From an optimization exercise on the open Yosys and OpenROAD flow, aimed at small area, a short achievable clock period and few clock cycles; shortcuts taken in it are not production practice.
At most, simulation tests tie the RTL to the original design; equivalence was not proved.
No activity file was given, so power comes from the tool's default toggle rates.

## run A
==> flow/design.v <==
module jumpcond(input [7:0] op,
input [7:0] a,
output reg take);
wire z = (a == 8'd0);
always @(*)
	case (op[7:4])
		4'h7:    take = z;
		4'h8:    take = ~z;
		4'h9:    take = ~a[7] & ((op[3:0] != 4'd0) | ~z);
		default: take = 1'b1;
	endcase
endmodule
module fastadd #(parameter N = 8)
(input [N-1:0] x, y,
input ci,
output [N-1:0] s);
reg [N:0] G, P;
integer i, d;
always @(*) begin
	G[0] = ci;
	P[0] = 1'b0;
	for (i = 0; i < N; i = i + 1) begin
		G[i+1] = x[i] & y[i];
		P[i+1] = x[i] ^ y[i];
	end
	for (d = 1; d <= N; d = d * 2)
		for (i = N; i >= d; i = i - 1) begin
			G[i] = G[i] | (P[i] & G[i-d]);
			P[i] = P[i] & P[i-d];
		end
end
assign s = x ^ y ^ G[N-1:0];
endmodule
module alu8
(input [7:0] x, y,
input ci, ce,
input [3:0] t,
output [7:0] s);
reg [8:0] G, P;
integer i, d;
always @(*) begin
	G[0] = ci;
	P[0] = 1'b0;
	for (i = 0; i < 8; i = i + 1) begin
		G[i+1] = ce & x[i] & y[i];
		P[i+1] = ce & (x[i] | y[i]);
	end
	for (d = 1; d <= 8; d = d * 2)
		for (i = 8; i >= d; i = i - 1) begin
			G[i] = G[i] | (P[i] & G[i-d]);
			P[i] = P[i] & P[i-d];
		end
end
reg [7:0] f;
always @(*)
	for (i = 0; i < 8; i = i + 1)
		f[i] = t[{y[i], x[i]}];
assign s = f ^ G[7:0];
endmodule
module reltarget(input [5:0] pc,
input d,
input [2:0] o,
output [5:0] t);
wire [5:0] fwd = pc + {3'b000, o};
wire [5:0] back = pc - {3'b000, o};
assign t = d ? back : fwd;
endmodule
module my_cpu(input clk, reset,
output [5:0] address,
output memWr,
output [7:0] writedata,
input [7:0] readdata, IN,
output [7:0] OUT,
output halt
);
reg [5:0] pc;
reg [7:0] a;
reg [7:0] outr;
reg [7:0] ir;       
reg       ev;       
reg       xz, xinv, cin, ce, land, lor;   
reg [7:0] rsel;     
reg [7:0] rf [0:7];
reg       haltr;
reg       s_ldi, s_jmp, s_rel, s_ldm, s_stm, s_dld, s_dst;
wire s_d   = s_dld | s_dst;
wire fetch = ~(s_ldi | s_jmp | s_rel | s_ldm | s_stm | s_d | haltr);
assign address   = pc;
assign memWr     = s_dst;
assign writedata = a;
assign OUT       = outr;
assign halt      = haltr;
wire [3:0] eh = ir[7:4];
reg  [7:0] rv;
integer k;
always @(*) begin
	rv = 8'd0;
	for (k = 0; k < 8; k = k + 1)
		rv = rv | ({8{rsel[k]}} & rf[k]);
end
wire e_lda = ev & (eh == 4'h1);
wire e_sta = ev & (eh == 4'h2);
wire e_and = ev & (eh == 4'hA);
wire e_or  = ev & (eh == 4'hB);
wire e_add = ev & (eh == 4'hC);
wire e_sub = ev & (eh == 4'hD);
wire e_e   = ev & (eh == 4'hE) & ~ir[3] & ~(ir[2] & ir[1]);
wire e_not = e_e & (ir[2:0] == 3'd0);
wire e_inc = e_e & (ir[2:0] == 3'd1);
wire e_dec = e_e & (ir[2:0] == 3'd2);
wire e_shl = e_e & (ir[2:0] == 3'd3);
wire e_shr = e_e & (ir[2:0] == 3'd4);
wire e_ror = e_e & (ir[2:0] == 3'd5);
wire e_in  = ev & (ir == 8'hF0);
wire e_out = ev & (ir == 8'hF1);
wire e_aw = e_lda | e_and | e_or | e_add | e_sub | e_e | e_in;
wire       e_alu = e_lda | e_and | e_or | e_add | e_sub | e_not | e_inc | e_dec;
wire [7:0] x = (a & {8{~xz}}) ^ {8{xinv}};
wire [7:0] alu;
wire [3:0] tt = land ? 4'b1000 : lor ? 4'b1110 : (xinv & ce) ? 4'b1001 : 4'b0110;
alu8 alu0(x, rv, cin, ce, tt, alu);
wire       a_mem = s_ldi | s_dld;
wire       a_hold = ~(e_aw | a_mem);
wire [7:0] ares = ({8{e_alu}} & alu)
                | ({8{e_shl}} & {a[6:0], 1'b0})
                | ({8{e_shr}} & {1'b0, a[7:1]})
                | ({8{e_ror}} & {a[0], a[7:1]})
                | ({8{e_in}} & IN)
                | ({8{a_mem}} & readdata)
                | ({8{a_hold}} & a);
always @(posedge clk)
	for (k = 0; k < 8; k = k + 1)
		if (e_sta & rsel[k])
			rf[k] <= a;
wire [3:0] fh = readdata[7:4];
wire       flo0 = (readdata[3:0] == 4'd0);
wire       f_br = (fh[3:2] == 2'b01 & fh[1]) | (fh[3:2] == 2'b10 & ~fh[1]);
wire f_ldm  = (readdata == 8'h30);
wire f_stm  = (readdata == 8'h40);
wire f_ldi  = (readdata == 8'h50);
wire f_halt = (readdata == 8'hF2);
wire f_e    = ~f_br & ~f_ldm & ~f_stm & ~f_ldi & ~f_halt;
wire f_add  = (fh == 4'hC);
wire f_sub  = (fh == 4'hD);
wire f_inc  = (readdata == 8'hE1);
wire f_dec  = (readdata == 8'hE2);
wire f_not  = (readdata == 8'hE0);
wire f_reg  = (fh == 4'h1) | (fh == 4'h2) | (fh[3:2] == 2'b10 & fh[1]) | (fh[3:2] == 2'b11 & ~fh[1]);
wire       j_take;
jumpcond jc(ir, a, j_take);
wire [5:0] pc1 = pc + 6'd1;
wire [5:0] pcrel;
reltarget rel(pc, ir[3], ir[2:0], pcrel);
wire p_inc  = fetch | s_ldi | (s_jmp & ~j_take);
wire p_rd   = (s_jmp & j_take) | s_ldm | s_stm;
wire p_rel  = s_rel & j_take;
wire p_hold = haltr | (s_rel & ~j_take);
wire [5:0] pcn = ({6{p_inc}} & pc1)
               | ({6{p_rel}} & pcrel)
               | ({6{p_rd}} & readdata[5:0])
               | ({6{s_d}} & ir[5:0])
               | ({6{p_hold}} & pc);
always @(posedge clk) begin
	if (s_ldm | s_stm)
		ir <= {2'b00, pc1};
	else
		ir <= readdata;
	rsel <= f_reg ? (8'd1 << readdata[2:0]) : 8'd0;
	xz   <= (fh == 4'h1);
	xinv <= f_sub | f_dec | f_not;
	cin  <= f_inc | f_dec;
	ce   <= f_add | f_sub | f_inc | f_dec;
	land <= (fh == 4'hA);
	lor  <= (fh == 4'hB);
	if (reset) begin
		pc <= 6'd0;
		a <= 8'd0;
		outr <= 8'd0;
		ev <= 1'b0;
		haltr <= 1'b0;
		s_ldi <= 1'b0; s_jmp <= 1'b0; s_rel <= 1'b0; s_ldm <= 1'b0; s_stm <= 1'b0;
		s_dld <= 1'b0; s_dst <= 1'b0;
	end else begin
		a <= ares;
		pc <= pcn;
		if (e_out) outr <= a;
		ev    <= fetch & f_e;
		haltr <= haltr | (fetch & f_halt);
		s_ldi <= fetch & f_ldi;
		s_ldm <= fetch & f_ldm;
		s_stm <= fetch & f_stm;
		s_jmp <= fetch & f_br & flo0;
		s_rel <= fetch & f_br & ~flo0;
		s_dld <= s_ldm;
		s_dst <= s_stm;
	end
end
endmodule
Settings: LEC_CHECK=0, CAP_MARGIN=20, CORE_MARGIN=2, CORE_UTILIZATION=40, SETUP_SLACK_MARGIN=2.8, SLEW_MARGIN=20, SYNTH_HIERARCHICAL=1, SYNTH_MINIMUM_KEEP_SIZE=0, TNS_END_PERCENT=0; clock period 5.0 ns.
standard.sh (not shown) runs the stock make flow with config.mk's settings and CLKGATE_MAP_FILE= SYNTH_SCRIPT=/design/flow/synth_recipe.tcl, a recipe that flattens the netlist after the stock synthesis.
==> flow/flow/run.sh <==
#!/bin/bash
# Standard layout, with two changes: plain buffers on the ports instead of the
# delay-cell buffers buffer_ports picks by default, and a clock tree of
# clkbuf_8 cells with no dummy loads.
set -euo pipefail
export BUFFER_PORTS_ARGS="-buffer_cell sky130_fd_sc_hd__buf_1"
export CTS_ARGS="-sink_clustering_enable -repair_clock_nets -buf_list sky130_fd_sc_hd__clkbuf_8 -dont_use_dummy_load -sink_clustering_size 30 -sink_clustering_max_diameter 80"
bash standard.sh > standard.log 2>&1
Run A | stages: all done | timing, DRC, antenna: all pass
Input-level comparison between run B and run A:
--- a/flow/design.v
+++ b/flow/design.v
@@ -1,16 +1,4 @@
-module jumpcond(input [7:0] op,
-input [7:0] a,
-output reg take);
-wire z = (a == 8'd0);
-always @(*)
-	case (op[7:4])
-		4'h7:    take = z;
-		4'h8:    take = ~z;
-		4'h9:    take = ~a[7] & ((op[3:0] != 4'd0) | ~z);
-		default: take = 1'b1;
-	endcase
-endmodule
 module fastadd #(parameter N = 8)
 (input [N-1:0] x, y,
 input ci,
 output [N-1:0] s);
@@ -55,16 +43,8 @@
 always @(*)
 	for (i = 0; i < 8; i = i + 1)
 		f[i] = t[{y[i], x[i]}];
 assign s = f ^ G[7:0];
-endmodule
-module reltarget(input [5:0] pc,
-input d,
-input [2:0] o,
-output [5:0] t);
-wire [5:0] fwd = pc + {3'b000, o};
-wire [5:0] back = pc - {3'b000, o};
-assign t = d ? back : fwd;
 endmodule
 module my_cpu(input clk, reset,
 output [5:0] address,
 output memWr,
@@ -131,8 +111,19 @@
 always @(posedge clk)
 	for (k = 0; k < 8; k = k + 1)
 		if (e_sta & rsel[k])
 			rf[k] <= a;
+wire az = (a == 8'd0);
+function take;
+	input [7:0] op;
+	input z, n;
+	case (op[7:4])
+		4'h7:    take = z;
+		4'h8:    take = ~z;
+		4'h9:    take = ~n & ((op[3:0] != 4'd0) | ~z);
+		default: take = 1'b1;
+	endcase
+endfunction
 wire [3:0] fh = readdata[7:4];
 wire       flo0 = (readdata[3:0] == 4'd0);
 wire       f_br = (fh[3:2] == 2'b01 & fh[1]) | (fh[3:2] == 2'b10 & ~fh[1]);
 wire f_ldm  = (readdata == 8'h30);
@@ -145,13 +136,12 @@
 wire f_inc  = (readdata == 8'hE1);
 wire f_dec  = (readdata == 8'hE2);
 wire f_not  = (readdata == 8'hE0);
 wire f_reg  = (fh == 4'h1) | (fh == 4'h2) | (fh[3:2] == 2'b10 & fh[1]) | (fh[3:2] == 2'b11 & ~fh[1]);
-wire       j_take;
-jumpcond jc(ir, a, j_take);
+wire       j_take = take(ir, az, a[7]);
 wire [5:0] pc1 = pc + 6'd1;
 wire [5:0] pcrel;
-reltarget rel(pc, ir[3], ir[2:0], pcrel);
+fastadd #(6) reladd(pc, {{3{ir[3]}}, ir[2:0] ^ {3{ir[3]}}}, ir[3], pcrel);
 wire p_inc  = fetch | s_ldi | (s_jmp & ~j_take);
 wire p_rd   = (s_jmp & j_take) | s_ldm | s_stm;
 wire p_rel  = s_rel & j_take;
 wire p_hold = haltr | (s_rel & ~j_take);
## What came out
- Looking at multi-input gate share of total cell area, run B sits 0.76 points lower than run A does.
- Average via count per standard cell of run B falls short of that of run A by a few percent.
- Taking run A as the reference, in run B first-pass GRT wire length decreased 6.8%; post-synthesis share of cell area spent on and, or, nand and nor gates moved down.
- Run B: PASS, flow complete, no timing, DRC or antenna violations
- Share of the cycle needed by the critical path after routing delta (run A -> run B): insignificant
- In the reports for run B and run A, the smaller synthesized area belongs to run B.
- Comparing run B and run A, via count is higher on run A.
- Count of cells along the worst register-to-register path essentially unchanged between run A and run B.
- Setup slack up 0.0072 ns in run B wrt run A
Testbench counts of run B, summed over its fixed seeds: cycles 27,699.
The RTL of run A was laid out without a check of its function.

* * *

rev 12:
// my_cpu: RTL as listed in full above, without the edits since
==> flow/config.mk <==
export PLATFORM = sky130hd
export DESIGN_NAME = my_cpu
export DESIGN_NICKNAME = my_cpu
export VERILOG_FILES = /design/flow/design.v
export SDC_FILE = /design/flow/constraint.sdc
export NUM_CORES = 4
export LEC_CHECK = 0
export CAP_MARGIN = 20
export CORE_MARGIN = 2
export CORE_UTILIZATION = 40
export SETUP_SLACK_MARGIN = 2.9
export SLEW_MARGIN = 20
export SYNTH_HIERARCHICAL = 1
export SYNTH_MINIMUM_KEEP_SIZE = 0
export TNS_END_PERCENT = 0
==> flow/constraint.sdc <==
create_clock -name core_clock -period 5.0 [get_ports {clk}]
set_input_delay 1.0000 -clock core_clock [delete_from_list [all_inputs] [get_ports {clk}]]
set_output_delay 1.0000 -clock core_clock [all_outputs]
set_load 0.01 [all_outputs]
Scripts as last shown in full above: flow/flow/run.sh
Modified inputs, rev 13 compared to rev 12
diff --git a/flow/design.v b/flow/design.v
--- a/flow/design.v
+++ b/flow/design.v
@@ -1,17 +1,5 @@
-module jumpcond(input [7:0] op,
-input [7:0] a,
-output reg take);
-wire z = (a == 8'd0);
-always @(*)
-	case (op[7:4])
-		4'h7:    take = z;
-		4'h8:    take = ~z;
-		4'h9:    take = ~a[7] & ((op[3:0] != 4'd0) | ~z);
-		default: take = 1'b1;
-	endcase
-endmodule
 module fastadd #(parameter N = 8)
 (input [N-1:0] x, y,
 input ci,
 output [N-1:0] s);
 reg [N:0] G, P;
@@ -130,10 +118,21 @@
                 | ({8{a_hold}} & a);
 always @(posedge clk)
 	for (k = 0; k < 8; k = k + 1)
 		if (e_sta & rsel[k])
 			rf[k] <= a;
+wire az = (a == 8'd0);
+function take;
+	input [7:0] op;
+	input z, n;
+	case (op[7:4])
+		4'h7:    take = z;
+		4'h8:    take = ~z;
+		4'h9:    take = ~n & ((op[3:0] != 4'd0) | ~z);
+		default: take = 1'b1;
+	endcase
+endfunction
 wire [3:0] fh = readdata[7:4];
 wire       flo0 = (readdata[3:0] == 4'd0);
 wire       f_br = (fh[3:2] == 2'b01 & fh[1]) | (fh[3:2] == 2'b10 & ~fh[1]);
 wire f_ldm  = (readdata == 8'h30);
 wire f_stm  = (readdata == 8'h40);
@@ -144,12 +143,11 @@
 wire f_sub  = (fh == 4'hD);
 wire f_inc  = (readdata == 8'hE1);
 wire f_dec  = (readdata == 8'hE2);
 wire f_not  = (readdata == 8'hE0);
 wire f_reg  = (fh == 4'h1) | (fh == 4'h2) | (fh[3:2] == 2'b10 & fh[1]) | (fh[3:2] == 2'b11 & ~fh[1]);
-wire       j_take;
-jumpcond jc(ir, a, j_take);
+wire       j_take = take(ir, az, a[7]);
 wire [5:0] pc1 = pc + 6'd1;
 wire [5:0] pcrel;
 reltarget rel(pc, ir[3], ir[2:0], pcrel);
 wire p_inc  = fetch | s_ldi | (s_jmp & ~j_take);
 wire p_rd   = (s_jmp & j_take) | s_ldm | s_stm;
Results
Via count across rev 13 and rev 12: no real change.
From rev 12 to rev 13 the numbers moved as follows: met2 wire length has decreased, net count of the finished layout moved down, post-route clock period utilization has decreased, mux cell area share after synthesis shows an increase of 0.21 points.
Between rev 13 and rev 12, the difference in area fraction in compound gates after synthesis is negligible.
No stage failed in rev 13, and the final checks on the layout all came back clean.
Via count of the first global-routing pass (higher): rev 12
Worst setup path startpoint: rf[4][4] -> rev 12, rf[5][3] -> rev 13
Higher maximum frequency was reported by rev 13, not rev 12.
Compared with rev 12, in rev 13 sequential area share after synthesis saw an increase, delay contributed by the slowest stage of the critical path saw an increase, first-iteration DRC count saw an increase.
Comparing rev 13 and rev 12, the higher met1 capacity usage during global routing is on rev 12.
Diff rev 13..rev 12 | sequential standard cell area | negligible
Testbench counts of rev 13, summed over its fixed seeds: cycles 27,699.
For rev 12, only the layout was checked, not whether the RTL still works.

* * *

Setup of main:
Another version of the RTL of my_cpu (not shown whole).
Size: roughly 490 cells after synthesis, about 110 flip-flops, ~42 I/O pins.
// my_cpu
module my_cpu(input clk, reset,
output [5:0] address,
output memWr,
output [7:0] writedata,
input [7:0] readdata, IN,
output [7:0] OUT,
output halt
);
==> module my_cpu, before the edit <==
module my_cpu(input clk, reset,
output [5:0] address,
output memWr,
output [7:0] writedata,
input [7:0] readdata, IN,
output [7:0] OUT,
output halt
);
reg [5:0] pc;
reg [7:0] a;
reg [7:0] outr;
reg [7:0] ir;       
reg       ev;       
reg [7:0] rf [0:7];
reg       haltr;
reg       s_ldi, s_jmp, s_ldm, s_stm, s_dld, s_dst;
wire s_d   = s_dld | s_dst;
wire fetch = ~(s_ldi | s_jmp | s_ldm | s_stm | s_d | haltr);
assign address   = s_d ? ir[5:0] : pc;
assign memWr     = s_dst;
assign writedata = a;
assign OUT       = outr;
assign halt      = haltr;
wire [3:0] eh = ir[7:4];
wire [2:0] er = ir[2:0];
wire [7:0] rv = rf[er];
wire e_lda = ev & (eh == 4'h1);
wire e_sta = ev & (eh == 4'h2);
wire e_and = ev & (eh == 4'hA);
wire e_or  = ev & (eh == 4'hB);
wire e_add = ev & (eh == 4'hC);
wire e_sub = ev & (eh == 4'hD);
wire e_e   = ev & (eh == 4'hE) & ~ir[3] & ~(ir[2] & ir[1]);
wire e_not = e_e & (ir[2:0] == 3'd0);
wire e_inc = e_e & (ir[2:0] == 3'd1);
wire e_dec = e_e & (ir[2:0] == 3'd2);
wire e_shl = e_e & (ir[2:0] == 3'd3);
wire e_shr = e_e & (ir[2:0] == 3'd4);
wire e_ror = e_e & (ir[2:0] == 3'd5);
wire e_in  = ev & (ir == 8'hF0);
wire e_out = ev & (ir == 8'hF1);
wire e_aw = e_lda | e_and | e_or | e_add | e_sub | e_e | e_in;
wire       e_arith = e_add | e_sub | e_inc | e_dec;
wire [7:0] y = ({8{e_add | e_sub}} & rv) ^ {8{e_sub | e_dec}};
wire [7:0] sum = a + y + {7'd0, e_sub | e_inc};
wire       a_mem = s_ldi | s_dld;
wire       a_hold = ~(e_aw | a_mem);
wire [7:0] ares = ({8{e_lda}} & rv)
                | ({8{e_and}} & (a & rv))
                | ({8{e_or}} & (a | rv))
                | ({8{e_arith}} & sum)
                | ({8{e_not}} & ~a)
                | ({8{e_shl}} & {a[6:0], 1'b0})
                | ({8{e_shr}} & {1'b0, a[7:1]})
                | ({8{e_ror}} & {a[0], a[7:1]})
                | ({8{e_in}} & IN)
                | ({8{a_mem}} & readdata)
                | ({8{a_hold}} & a);
always @(posedge clk)
	if (e_sta)
		rf[er] <= a;
wire [3:0] fh = readdata[7:4];
wire       flo0 = (readdata[3:0] == 4'd0);
wire       f_br = (fh[3:2] == 2'b01 & fh[1:0] != 2'b00 & fh[1:0] != 2'b01) | (fh[3:2] == 2'b10 & fh[1] == 1'b0);
wire       az = (a == 8'd0);
reg        f_take;
always @(*)
	case (fh)
		4'h7:    f_take = az;
		4'h8:    f_take = ~az;
		4'h9:    f_take = ~a[7] & (~flo0 | ~az);
		default: f_take = 1'b1;
	endcase
wire f_stall = f_br & (fh != 4'h6) & e_aw;
wire f_ldm  = (readdata == 8'h30);
wire f_stm  = (readdata == 8'h40);
wire f_ldi  = (readdata == 8'h50);
wire f_halt = (readdata == 8'hF2);
wire f_e    = ~f_br & ~f_ldm & ~f_stm & ~f_ldi & ~f_halt;
wire f_go   = fetch & ~f_stall;
wire f_jabs = f_go & f_br & flo0 & f_take;      
wire f_skip = f_go & f_br & flo0 & ~f_take;     
wire f_jrel = f_go & f_br & ~flo0 & f_take;
wire f_next = f_go & ~f_halt & ~f_skip & ~f_jrel;
wire [5:0] pc1 = pc + 6'd1;
wire [5:0] pc2 = pc + 6'd2;
wire [5:0] pcrel = readdata[3] ? pc1 - {3'd0, readdata[2:0]} : pc1 + {3'd0, readdata[2:0]};
wire p_inc  = f_next | s_ldi | s_ldm | s_stm;
wire p_hold = ~(p_inc | f_skip | f_jrel | s_jmp);
wire [5:0] pcn = ({6{p_inc}} & pc1)
               | ({6{f_skip}} & pc2)
               | ({6{f_jrel}} & pcrel)
               | ({6{s_jmp}} & readdata[5:0])
               | ({6{p_hold}} & pc);
always @(posedge clk) begin
	if (~s_d)
		ir <= readdata;
	if (reset) begin
		pc <= 6'd0;
		a <= 8'd0;
		outr <= 8'd0;
		ev <= 1'b0;
		haltr <= 1'b0;
		s_ldi <= 1'b0; s_jmp <= 1'b0; s_ldm <= 1'b0; s_stm <= 1'b0;
		s_dld <= 1'b0; s_dst <= 1'b0;
	end else begin
		a <= ares;
		pc <= pcn;
		if (e_out) outr <= a;
		ev    <= f_go & f_e;
		haltr <= haltr | (f_go & f_halt);
		s_ldi <= f_go & f_ldi;
		s_ldm <= f_go & f_ldm;
		s_stm <= f_go & f_stm;
		s_jmp <= f_jabs;
		s_dld <= s_ldm;
		s_dst <= s_stm;
	end
end
endmodule
export LEC_CHECK = 0
export CAP_MARGIN = 20
export CORE_MARGIN = 2
export CORE_UTILIZATION = 40
export SETUP_SLACK_MARGIN = 2.0
export SLEW_MARGIN = 20
create_clock -name core_clock -period 5.0 [get_ports {clk}]
run.sh (not shown) runs the stock make flow with config.mk's settings and CLKGATE_MAP_FILE= SYNTH_SCRIPT=/design/flow/synth_recipe.tcl, a recipe that flattens the netlist after the stock synthesis.
Stock flow here: none of the scripts above is used.
> inputs changed (main -> the feature branch)
==> flow/design.v <==
module fastadd #(parameter N = 8)
(input [N-1:0] x, y,
input ci,
output [N-1:0] s);
reg [N:0] G, P;
integer i, d;
always @(*) begin
	G[0] = ci;
	P[0] = 1'b0;
	for (i = 0; i < N; i = i + 1) begin
		G[i+1] = x[i] & y[i];
		P[i+1] = x[i] ^ y[i];
	end
	for (d = 1; d <= N; d = d * 2)
		for (i = N; i >= d; i = i - 1) begin
			G[i] = G[i] | (P[i] & G[i-d]);
			P[i] = P[i] & P[i-d];
		end
end
assign s = x ^ y ^ G[N-1:0];
endmodule
module my_cpu(input clk, reset,
output [5:0] address,
output memWr,
output [7:0] writedata,
input [7:0] readdata, IN,
output [7:0] OUT,
output halt
);
reg [5:0] pc;
reg [7:0] a;
reg [7:0] outr;
reg [7:0] ir;       
reg       ev;       
reg [7:0] rf [0:7];
reg       haltr;
reg       s_ldi, s_jmp, s_ldm, s_stm, s_dld, s_dst;
wire s_d   = s_dld | s_dst;
wire fetch = ~(s_ldi | s_jmp | s_ldm | s_stm | s_d | haltr);
assign address   = s_d ? ir[5:0] : pc;
assign memWr     = s_dst;
assign writedata = a;
assign OUT       = outr;
assign halt      = haltr;
wire [3:0] eh = ir[7:4];
wire [2:0] er = ir[2:0];
reg  [7:0] b;
reg        fwd;
wire [7:0] rv = fwd ? a : b;
wire e_lda = ev & (eh == 4'h1);
wire e_sta = ev & (eh == 4'h2);
wire e_and = ev & (eh == 4'hA);
wire e_or  = ev & (eh == 4'hB);
wire e_add = ev & (eh == 4'hC);
wire e_sub = ev & (eh == 4'hD);
wire e_e   = ev & (eh == 4'hE) & ~ir[3] & ~(ir[2] & ir[1]);
wire e_not = e_e & (ir[2:0] == 3'd0);
wire e_inc = e_e & (ir[2:0] == 3'd1);
wire e_dec = e_e & (ir[2:0] == 3'd2);
wire e_shl = e_e & (ir[2:0] == 3'd3);
wire e_shr = e_e & (ir[2:0] == 3'd4);
wire e_ror = e_e & (ir[2:0] == 3'd5);
wire e_in  = ev & (ir == 8'hF0);
wire e_out = ev & (ir == 8'hF1);
wire e_aw = e_lda | e_and | e_or | e_add | e_sub | e_e | e_in;
wire       e_arith = e_add | e_sub | e_inc | e_dec;
wire [7:0] y = ({8{e_add | e_sub}} & rv) ^ {8{e_sub | e_dec}};
wire [7:0] sum;
fastadd #(8) adder(a, y, e_sub | e_inc, sum);
wire       a_mem = s_ldi | s_dld;
wire       a_hold = ~(e_aw | a_mem);
wire [7:0] ares = ({8{e_lda}} & rv)
                | ({8{e_and}} & (a & rv))
                | ({8{e_or}} & (a | rv))
                | ({8{e_arith}} & sum)
                | ({8{e_not}} & ~a)
                | ({8{e_shl}} & {a[6:0], 1'b0})
                | ({8{e_shr}} & {1'b0, a[7:1]})
                | ({8{e_ror}} & {a[0], a[7:1]})
                | ({8{e_in}} & IN)
                | ({8{a_mem}} & readdata)
                | ({8{a_hold}} & a);
always @(posedge clk)
	if (e_sta)
		rf[er] <= a;
wire [3:0] fh = readdata[7:4];
wire       flo0 = (readdata[3:0] == 4'd0);
wire       f_br = (fh[3:2] == 2'b01 & fh[1:0] != 2'b00 & fh[1:0] != 2'b01) | (fh[3:2] == 2'b10 & fh[1] == 1'b0);
wire       az = (a == 8'd0);
reg        f_take;
always @(*)
	case (fh)
		4'h7:    f_take = az;
		4'h8:    f_take = ~az;
		4'h9:    f_take = ~a[7] & (~flo0 | ~az);
		default: f_take = 1'b1;
	endcase
wire f_stall = f_br & (fh != 4'h6) & e_aw;
wire f_ldm  = (readdata == 8'h30);
wire f_stm  = (readdata == 8'h40);
wire f_ldi  = (readdata == 8'h50);
wire f_halt = (readdata == 8'hF2);
wire f_e    = ~f_br & ~f_ldm & ~f_stm & ~f_ldi & ~f_halt;
wire f_go   = fetch & ~f_stall;
wire f_jabs = f_go & f_br & flo0 & f_take;      
wire f_skip = f_go & f_br & flo0 & ~f_take;     
wire f_jrel = f_go & f_br & ~flo0 & f_take;
wire f_next = f_go & ~f_halt & ~f_skip & ~f_jrel;
wire [5:0] pc1 = pc + 6'd1;
wire [5:0] pc2 = pc + 6'd2;
wire [5:0] pcrel;
fastadd #(6) reladd(pc1, {{3{readdata[3]}}, readdata[2:0] ^ {3{readdata[3]}}}, readdata[3], pcrel);
wire p_inc  = f_next | s_ldi | s_ldm | s_stm;
wire p_hold = ~(p_inc | f_skip | f_jrel | s_jmp);
wire [5:0] pcn = ({6{p_inc}} & pc1)
               | ({6{f_skip}} & pc2)
               | ({6{f_jrel}} & pcrel)
               | ({6{s_jmp}} & readdata[5:0])
               | ({6{p_hold}} & pc);
always @(posedge clk) begin
	ir <= readdata;
	b <= rf[readdata[2:0]];
	fwd <= e_sta & (er == readdata[2:0]);
	if (reset) begin
		pc <= 6'd0;
		a <= 8'd0;
		outr <= 8'd0;
		ev <= 1'b0;
		haltr <= 1'b0;
		s_ldi <= 1'b0; s_jmp <= 1'b0; s_ldm <= 1'b0; s_stm <= 1'b0;
		s_dld <= 1'b0; s_dst <= 1'b0;
	end else begin
		a <= ares;
		pc <= pcn;
		if (e_out) outr <= a;
		ev    <= f_go & f_e;
		haltr <= haltr | (f_go & f_halt);
		s_ldi <= f_go & f_ldi;
		s_ldm <= f_go & f_ldm;
		s_stm <= f_go & f_stm;
		s_jmp <= f_jabs;
		s_dld <= s_ldm;
		s_dst <= s_stm;
	end
end
endmodule
## What came out
Relative to main, final hold slack increased by 0.020 ns in the feature branch. When the final numbers for the feature branch and main were put side by side, the combinational group share of total power turned out to be greater in the feature branch. Wire length: the feature branch vs main up about 9%. As of the feature branch, internal power had risen by a few percent compared to main. There was hardly any difference in clock-pin slew of the registers on the worst-case setup and hold paths between main and the feature branch. The feature branch reports its category of the most critical setup path as reg2out while main reports reg2reg. Post-route clock period utilization: the feature branch lower than main. The feature branch vs. main: net count after synthesis went up by 62. | core area | the feature branch vs main | worse |.
Function was not checked in any run of this note: the RTL went through the layout flow alone.

## static timing again, ports no longer ideal
The flow's constraints put no driver on any port. The routed layouts listed below were extracted and timed again, unchanged, in two steps.
Step 1 assumes that a clkbuf_16 drives the clock port and a buf_2 every other input.
Step 2 also shifts input and output timing later by t, the mid clock arrival at the registers, as if the neighbouring blocks saw the same clock.
Slacks: ideal ports / drivers / drivers and shift; pairs: ideal ports / drivers.
run | t, ns | setup slack, ns | cell pins on the clock port's net
run A | 0.460 | 2.700 / 2.700 / 2.349 | 1
run B | 0.442 | 2.707 / 2.707 / 2.506 | 1
rev 12 | 0.449 | 2.704 / 2.704 / 2.337 | 1
rev 13 | 0.456 | 2.784 / 2.784 / 2.478 | 1
main | 0.391 | 1.837 / 1.837 / 1.683 | 1
the feature branch | 0.398 | 2.090 / 2.048 / 1.732 | 1
After both steps setup and hold are still met in every run listed. For rev 12, which loses most, drivers alone change the setup slack by 0.000 ns; drivers and shift together by -0.367 ns.
